This is an optimization exercise on Yosys and OpenROAD, whose aim is small area and a short achievable clock period, not a production implementation. Where RTL was checked, it was by simulation tests only, not by an equivalence proof against the original.

==> run a <==
## Processor
module Processor (
    input         clk,
    input         rst,
    input  [31:0] Instruction,
    input  [31:0] DataIn,
    output [31:0] AddrOut,
    output [31:0] DataOut,
    output [31:0] InstrAddr,
    output        MemWrite
    );
==> module rf_read, before the edit <==
module rf_read (
    input  [4:0]       rs,
    input  [32*31-1:0] d,
    output [31:0]      q
    );
    wire [31:1] sel, selh;
    rf_sel s (.rs(rs), .sel(sel), .selh(selh));
    genvar j, k;
    generate
        for (j = 0; j < 32; j = j + 1) begin : bt
            wire [30:0] dj;
            for (k = 0; k < 31; k = k + 1) begin : rg
                assign dj[k] = d[k*32 + j];
            end
            rf_bit u (.d(dj), .s(j < 16 ? sel : selh), .y(q[j]));
        end
    endgenerate
endmodule
==> module rf_sel, before the edit <==
module rf_sel (
    input  [4:0]  rs,
    output [31:1] sel,         
    output [31:1] selh         
    );
    wire [3:0] p0;
    wire [7:0] p1;
    rf_dec d (.rs(rs), .p0(p0), .p1(p1));
    genvar k;
    generate
        for (k = 1; k < 32; k = k + 1) begin : s
            g_and2 a (.a(p0[k % 4]), .b(p1[k / 4]), .y(sel[k]));
            g_and2 h (.a(p0[k % 4]), .b(p1[k / 4]), .y(selh[k]));
        end
    endgenerate
endmodule
export LEC_CHECK = 0
export CAP_MARGIN = 20
export CORE_MARGIN = 2
export CORE_UTILIZATION = 50
export CTS_BUF_LIST = sky130_fd_sc_hd__clkbuf_8
export CTS_CLUSTER_DIAMETER = 60
export CTS_CLUSTER_SIZE = 14
export PLACE_DENSITY = 0.65
export SLEW_MARGIN = 20
export SYNTH_HIERARCHICAL = 1
create_clock -name core_clock -period 27.0 [get_ports {clk}]
standard.sh (not shown) runs the stock make flow with config.mk's settings and CLKGATE_MAP_FILE= SYNTH_SCRIPT=/design/flow/synth_recipe.tcl, a recipe that flattens the netlist after the stock synthesis.
==> flow/flow/run.sh <==
#!/bin/bash
set -euo pipefail
here=$(cd "$(dirname "$0")" && pwd)
work=$(dirname "$here")
cd "$work"
source "$here/params.sh"
bash standard.sh synth > flow_synth.log 2>&1
bash standard.sh "BUFFER_PORTS_ARGS=-buffer_cell $PORT_BUF" \
    "SETUP_SLACK_MARGIN=$REPAIR_MARGIN" "CTS_ARGS=$CTS" finish > flow_layout.log 2>&1
==> flow/flow/params.sh <==
PORT_BUF=sky130_fd_sc_hd__buf_2
REPAIR_MARGIN=13.75
CTS="-sink_clustering_enable -repair_clock_nets -buf_list sky130_fd_sc_hd__clkbuf_8 -sink_clustering_size 14 -sink_clustering_max_diameter 60 -dont_use_dummy_load"
==> run b (differences from run a) <==
--- a/flow/design.v
+++ b/flow/design.v
@@ -5,29 +5,30 @@
     input  [31:0] Instruction,
     input  [31:0] DataIn,
     output [31:0] AddrOut,
     output [31:0] DataOut,
     output [31:0] InstrAddr,
     output        MemWrite
     );
     reg  [31:0]      pc;
+    reg  [31:1]      valid;
     reg  [32*31-1:0] rfq;       
     wire [31:0] a, b;
-    rf_read rda (.rs(Instruction[19:15]), .d(rfq), .q(a));
-    rf_read rdb (.rs(Instruction[24:20]), .d(rfq), .q(b));
+    rf_read rda (.rs(Instruction[19:15]), .valid(valid), .d(rfq), .q(a));
+    rf_read rdb (.rs(Instruction[24:20]), .valid(valid), .d(rfq), .q(b));
     assign AddrOut   = a;
     assign DataOut   = b;
     assign InstrAddr = pc;
     wire       op0, op0n, sub, s_hi, fill, left, leftn;
     wire [4:0] s, sn;
     wire       s_add, s_g, s_p, s_sr, s_sl;
-    wire       s_ld;
+    wire [2:0] s_ld;
     wire       is_j, is_beq, is_blt;
-    ctl c (.instr(Instruction), .rst(rst), .a31(a[31]), .memwrite(MemWrite),
+    ctl c (.instr(Instruction), .a31(a[31]), .memwrite(MemWrite),
            .op0(op0), .op0n(op0n), .sub(sub), .s_hi(s_hi),
            .fill(fill), .left(left), .leftn(leftn), .s(s), .sn(sn),
            .s_add(s_add), .s_g(s_g), .s_p(s_p), .s_sr(s_sr), .s_sl(s_sl),
            .s_ld(s_ld), .is_j(is_j), .is_beq(is_beq), .is_blt(is_blt));
     wire [31:0] bx;
     bsel bs (.b(b), .imm(Instruction[31:20]), .op0(op0), .op0n(op0n),
              .s_hi(s_hi), .sub(sub), .bx(bx));
     wire [31:0] p, g, sum;
@@ -47,68 +48,66 @@
                 .y(sr));
     wire [31:0] wdata;
     generate
         for (i = 0; i < 32; i = i + 1) begin : wb
             wire t0, t1;
             g_aoi222 u0 (.a0(sum[i]), .a1(s_add), .b0(g[i]), .b1(s_g),
                          .c0(p[i]), .c1(s_p), .y(t0));
             g_aoi222 u1 (.a0(sr[i]), .a1(s_sr), .b0(sr[31 - i]), .b1(s_sl),
-                         .c0(DataIn[i]), .c1(s_ld),
+                         .c0(DataIn[i]), .c1(s_ld[i < 8 ? 0 : i < 16 ? 1 : 2]),
                          .y(t1));
             g_nand2 u2 (.a(t0), .b(t1), .y(wdata[i]));
         end
     endgenerate
-    wire [31:1] en0, en1, en2, en0n, en1n, en2n;
-    wen we (.instr(Instruction), .rst(rst), .en0(en0), .en1(en1), .en2(en2),
-            .en0n(en0n), .en1n(en1n), .en2n(en2n));
+    wire [31:1] en0, en1, en2;
+    wen we (.instr(Instruction), .valid(valid), .en0(en0), .en1(en1), .en2(en2));
     wire [31:0] pcn;
     pc_next pn (.pc(pc), .instr(Instruction), .is_j(is_j), .is_beq(is_beq),
                 .is_blt(is_blt), .eq(eq), .lt_n(lt_n), .pcn(pcn));
     always @(posedge clk, negedge rst) begin
         if (!rst)
             pc <= 32'd0;
         else
             pc <= pcn;
     end
-    wire [32*31-1:0] rfd;
-    genvar r, j;
-    generate
-        for (r = 1; r < 32; r = r + 1) begin : rr
-            for (j = 0; j < 32; j = j + 1) begin : rb
-                wire e  = j < 8 ? en0[r]  : j < 16 ? en1[r]  : en2[r];
-                wire en = j < 8 ? en0n[r] : j < 16 ? en1n[r] : en2n[r];
-                g_a22o m (.a0(wdata[j]), .a1(e), .b0(rfq[(r-1)*32 + j]), .b1(en),
-                          .y(rfd[(r-1)*32 + j]));
-            end
+    always @(posedge clk, negedge rst) begin
+        if (!rst)
+            valid <= 31'd0;
+        else
+            valid <= valid | en0;
+    end
+    integer r;
+    always @(posedge clk) begin
+        for (r = 1; r < 32; r = r + 1) begin
+            if (en0[r]) rfq[(r-1)*32 +: 8]       <= wdata[7:0];
+            if (en1[r]) rfq[(r-1)*32 + 8 +: 8]   <= wdata[15:8];
+            if (en2[r]) rfq[(r-1)*32 + 16 +: 16] <= wdata[31:16];
         end
-    endgenerate
-    always @(posedge clk)
-        rfq <= rfd;
+    end
 endmodule
 module ctl (
     input  [31:0] instr,
-    input         rst,         
     input         a31,
     output        memwrite,
     output        op0,         
     output        op0n,
     output        sub,         
     output        s_hi,        
     output        fill,        
     output        left,        
     output        leftn,
     output [4:0]  s,           
     output [4:0]  sn,
     output        s_add,       
     output        s_g,
     output        s_p,
     output        s_sr,
     output        s_sl,
-    output        s_ld,        
+    output [2:0]  s_ld,        
     output        is_j,
     output        is_beq,
     output        is_blt
     );
     wire [6:0] op  = instr[6:0];
     wire [2:0] f3  = instr[14:12];
     wire       i30 = instr[30];
     assign memwrite = (op == 7'd5);
@@ -116,71 +115,70 @@
     assign op0n = ~op[0];
     assign sub  = (op[1] & op[0]) | ((f3 == 3'd6) & i30);
     assign s_hi = instr[31] & (f3 == 3'd0) & ~op[0];
     assign left  = f3[2] & ~f3[0];
     assign leftn = ~left;
     assign fill  = i30 & f3[0] & a31;
     assign s  = instr[24:20];
     assign sn = ~instr[24:20];
-    wire alu = ~op[2] & rst;
+    wire alu = ~op[2];
     assign s_add = alu & ((f3 == 3'd0) | ((f3 == 3'd6) & i30));
     assign s_g   = alu & ((f3 == 3'd1) | (f3 == 3'd2));
     assign s_p   = alu & ((f3 == 3'd2) | (f3 == 3'd3));
     assign s_sr  = alu & ((f3 == 3'd5) | (f3 == 3'd7));
     assign s_sl  = alu & ((f3 == 3'd4) | ((f3 == 3'd6) & ~i30));
-    assign s_ld  = op[2] & rst;
+    assign s_ld[0] = op[2];
+    assign s_ld[1] = op[2] & ((f3 == 3'd4) | (f3 == 3'd2));
+    assign s_ld[2] = op[2] & (f3 == 3'd4);
     assign is_j   = (op == 7'd2);
     assign is_beq = (op == 7'd3) & (f3 == 3'd0);
     assign is_blt = (op == 7'd3) & (f3 == 3'd1);
 endmodule
 module wen (
     input  [31:0] instr,
-    input         rst,
+    input  [31:1] valid,
     output [31:1] en0,
     output [31:1] en1,
-    output [31:1] en2,
-    output [31:1] en0n,
-    output [31:1] en1n,
-    output [31:1] en2n
+    output [31:1] en2
     );
     wire [3:0] h0, h1, h2;      
     wire [7:0] p1n;             
-    wen_dec d (.instr(instr), .h0(h0), .h1(h1), .h2(h2), .p1n(p1n));
+    wen_dec d (.instr(instr), .valid(valid), .h0(h0), .h1(h1), .h2(h2), .p1n(p1n));
     genvar k;
     generate
         for (k = 1; k < 32; k = k + 1) begin : e
-            g_oai21 n0 (.a0(h0[k % 4]), .a1(p1n[k / 4]), .b(rst), .y(en0[k]));
-            g_oai21 n1 (.a0(h1[k % 4]), .a1(p1n[k / 4]), .b(rst), .y(en1[k]));
-            g_oai21 n2 (.a0(h2[k % 4]), .a1(p1n[k / 4]), .b(rst), .y(en2[k]));
-            g_inv  i0 (.a(en0[k]), .y(en0n[k]));
-            g_inv  i1 (.a(en1[k]), .y(en1n[k]));
-            g_inv  i2 (.a(en2[k]), .y(en2n[k]));
+            g_nor2 n0 (.a(h0[k % 4]), .b(p1n[k / 4]), .y(en0[k]));
+            g_nor2 n1 (.a(h1[k % 4]), .b(p1n[k / 4]), .y(en1[k]));
+            g_nor2 n2 (.a(h2[k % 4]), .b(p1n[k / 4]), .y(en2[k]));
         end
     endgenerate
 endmodule
 module wen_dec (
     input  [31:0] instr,
+    input  [31:1] valid,
     output [3:0]  h0,
     output [3:0]  h1,
     output [3:0]  h2,
     output [7:0]  p1n
     );
     wire [6:0] op = instr[6:0];
     wire [2:0] f3 = instr[14:12];
     wire [4:0] rd = instr[11:7];
     wire ld_word = (f3 == 3'd4);
     wire ld_half = (f3 == 3'd2);
     wire ld_byte = (f3 == 3'd1);
     wire we = ((op == 7'd0) & (f3 <= 3'd5)) |
               ((op == 7'd1) & (f3 != 3'd4) & (f3 != 3'd5)) |
               ((op == 7'd4) & (ld_word | ld_half | ld_byte));
+    wire [31:0] va  = {valid, 1'b0};
+    wire        vrd = va[rd];
     wire g0 = we;
-    wire g1 = we & (~op[2] | ld_word | ld_half);
-    wire g2 = we & (~op[2] | ld_word);
+    wire g1 = we & (~op[2] | ld_word | ld_half | ~vrd);
+    wire g2 = we & (~op[2] | ld_word | ~vrd);
     wire [3:0] p0 = 4'b0001 << rd[1:0];
     assign h0 = ~(p0 & {4{g0}});
     assign h1 = ~(p0 & {4{g1}});
     assign h2 = ~(p0 & {4{g2}});
     assign p1n = ~(8'b00000001 << rd[4:2]);
 endmodule
 module bsel (
     input  [31:0] b,
@@ -322,56 +320,47 @@
     generate
         for (i = 0; i < 32; i = i + 1) begin : m
             g_muxi m (.a(pc1n[i]), .b(pcon[i]), .s(taken), .sn(takenn), .y(pcn[i]));
         end
     endgenerate
 endmodule
 module rf_read (
     input  [4:0]       rs,
+    input  [31:1]      valid,
     input  [32*31-1:0] d,
     output [31:0]      q
     );
-    wire [31:1] sel, selh;
-    rf_sel s (.rs(rs), .sel(sel), .selh(selh));
+    wire [31:1] sel;
+    rf_sel s (.rs(rs), .valid(valid), .sel(sel));
     genvar j, k;
     generate
         for (j = 0; j < 32; j = j + 1) begin : bt
             wire [30:0] dj;
             for (k = 0; k < 31; k = k + 1) begin : rg
                 assign dj[k] = d[k*32 + j];
             end
-            rf_bit u (.d(dj), .s(j < 16 ? sel : selh), .y(q[j]));
+            rf_bit u (.d(dj), .s(sel), .y(q[j]));
         end
     endgenerate
 endmodule
 module rf_sel (
     input  [4:0]  rs,
-    output [31:1] sel,         
-    output [31:1] selh         
+    input  [31:1] valid,
+    output [31:1] sel
     );
-    wire [3:0] p0;
-    wire [7:0] p1;
-    rf_dec d (.rs(rs), .p0(p0), .p1(p1));
+    wire [3:0] p0 = 4'b0001 << rs[1:0];
+    wire [7:0] p1 = 8'b00000001 << rs[4:2];
     genvar k;
     generate
         for (k = 1; k < 32; k = k + 1) begin : s
-            g_and2 a (.a(p0[k % 4]), .b(p1[k / 4]), .y(sel[k]));
-            g_and2 h (.a(p0[k % 4]), .b(p1[k / 4]), .y(selh[k]));
+            assign sel[k] = p0[k % 4] & p1[k / 4] & valid[k];
         end
     endgenerate
 endmodule
-module rf_dec (
-    input  [4:0] rs,
-    output [3:0] p0,
-    output [7:0] p1
-    );
-    assign p0 = 4'b0001 << rs[1:0];
-    assign p1 = 8'b00000001 << rs[4:2];
-endmodule
 module rf_bit (
     input  [30:0] d,
     input  [30:0] s,
     output        y
     );
     wire [10:0] t;
     genvar k;
     generate
@@ -415,19 +404,16 @@
     assign y = a ^ b;
 endmodule
 module g_xnor2 (input a, b, output y);
     assign y = ~(a ^ b);
 endmodule
 module g_a21o (input a0, a1, b, output y);
     assign y = (a0 & a1) | b;
 endmodule
-module g_oai21 (input a0, a1, b, output y);
-    assign y = ~((a0 | a1) & b);
-endmodule
 module g_aoi222 (input a0, a1, b0, b1, c0, c1, output y);
     assign y = ~((a0 & a1) | (b0 & b1) | (c0 & c1));
 endmodule
 module g_muxi (input a, b, s, sn, output y);
     assign y = ~((b | sn) & (a | s));
 endmodule
 module g_a22o (input a0, a1, b0, b1, output y);
     assign y = (a0 & a1) | (b0 & b1);
==> flow/flow/run.sh (replaced) <==
#!/bin/bash
set -euo pipefail
here=$(cd "$(dirname "$0")" && pwd)
work=$(dirname "$here")
cd "$work"
source "$here/params.sh"
bash standard.sh synth > flow_synth.log 2>&1
bash standard.sh "BUFFER_PORTS_ARGS=-buffer_cell $PORT_BUF" \
    "SETUP_SLACK_MARGIN=$REPAIR_MARGIN" $EXTRA finish > flow_layout.log 2>&1
==> flow/flow/params.sh (replaced) <==
PORT_BUF=sky130_fd_sc_hd__buf_2
REPAIR_MARGIN=14
EXTRA="CTS_BUF_LIST=sky130_fd_sc_hd__clkbuf_8"
Settings changed: CORE_UTILIZATION 50 to 60, CTS_BUF_LIST sky130_fd_sc_hd__clkbuf_8 to default, CTS_CLUSTER_DIAMETER 60 to default, CTS_CLUSTER_SIZE 14 to default, PLACE_DENSITY 0.65 to 0.7.
==> run c (differences from run a) <==
--- a/flow/design.v
+++ b/flow/design.v
@@ -325,42 +325,40 @@
         end
     endgenerate
 endmodule
 module rf_read (
     input  [4:0]       rs,
     input  [32*31-1:0] d,
     output [31:0]      q
     );
-    wire [31:1] sel, selh;
-    rf_sel s (.rs(rs), .sel(sel), .selh(selh));
+    wire [31:1] sel;
+    rf_sel s (.rs(rs), .sel(sel));
     genvar j, k;
     generate
         for (j = 0; j < 32; j = j + 1) begin : bt
             wire [30:0] dj;
             for (k = 0; k < 31; k = k + 1) begin : rg
                 assign dj[k] = d[k*32 + j];
             end
-            rf_bit u (.d(dj), .s(j < 16 ? sel : selh), .y(q[j]));
+            rf_bit u (.d(dj), .s(sel), .y(q[j]));
         end
     endgenerate
 endmodule
 module rf_sel (
     input  [4:0]  rs,
-    output [31:1] sel,         
-    output [31:1] selh         
+    output [31:1] sel
     );
     wire [3:0] p0;
     wire [7:0] p1;
     rf_dec d (.rs(rs), .p0(p0), .p1(p1));
     genvar k;
     generate
         for (k = 1; k < 32; k = k + 1) begin : s
             g_and2 a (.a(p0[k % 4]), .b(p1[k / 4]), .y(sel[k]));
-            g_and2 h (.a(p0[k % 4]), .b(p1[k / 4]), .y(selh[k]));
         end
     endgenerate
 endmodule
 module rf_dec (
     input  [4:0] rs,
     output [3:0] p0,
     output [7:0] p1
     );
Settings changed: GPL_ROUTABILITY_DRIVEN from default to 0.
==> run summary <==
Against run c, the cell area of run a is larger by 0.65%. The lowest global-route usage belongs to run c, the highest to run b. Against run c, the sequential cell count of run b is higher by 31. Area after synthesis: run c is smaller than run a (0.85%).
Only the layout flow was run in run b; the RTL was not checked for function there.

[afterwards: timing with drivers on the ports]
In the flow no input, the clock included, has a driving cell. The finished layouts below were timed again as built, in two steps.
Step 1 assumes that a clkbuf_16 drives the clock port and a buf_2 every other input.
Step 2 adds t to the input delays and takes it off the output delays; t is the mean of the earliest and latest rising clock arrival at the registers after step 1. Input paths then give back, and output paths get back, about the clock's delay inside the block.
Three values: ideal, step 1, step 2; two values: the first two.
| run | t, ns | setup slack, ns | hold WS [ns] | worst slew at a driven data input, ns |
|---|---|---|---|---|
| run a | 0.838 | 13.596 / 13.480 / 13.480 | 0.506 / 0.506 / 0.506 | 0.13 |
| run b | 0.916 | 13.803 / 13.673 / 13.673 | 0.536 / 0.536 / 0.536 | 0.23 |
| run c | 0.797 | 13.656 / 13.628 / 13.628 | 0.505 / 0.505 / 0.505 | 0.07 |
After both steps setup and hold are still met in every run listed. For run b, which loses most, drivers alone change the setup slack by -0.130 ns; drivers and shift together by -0.130 ns.
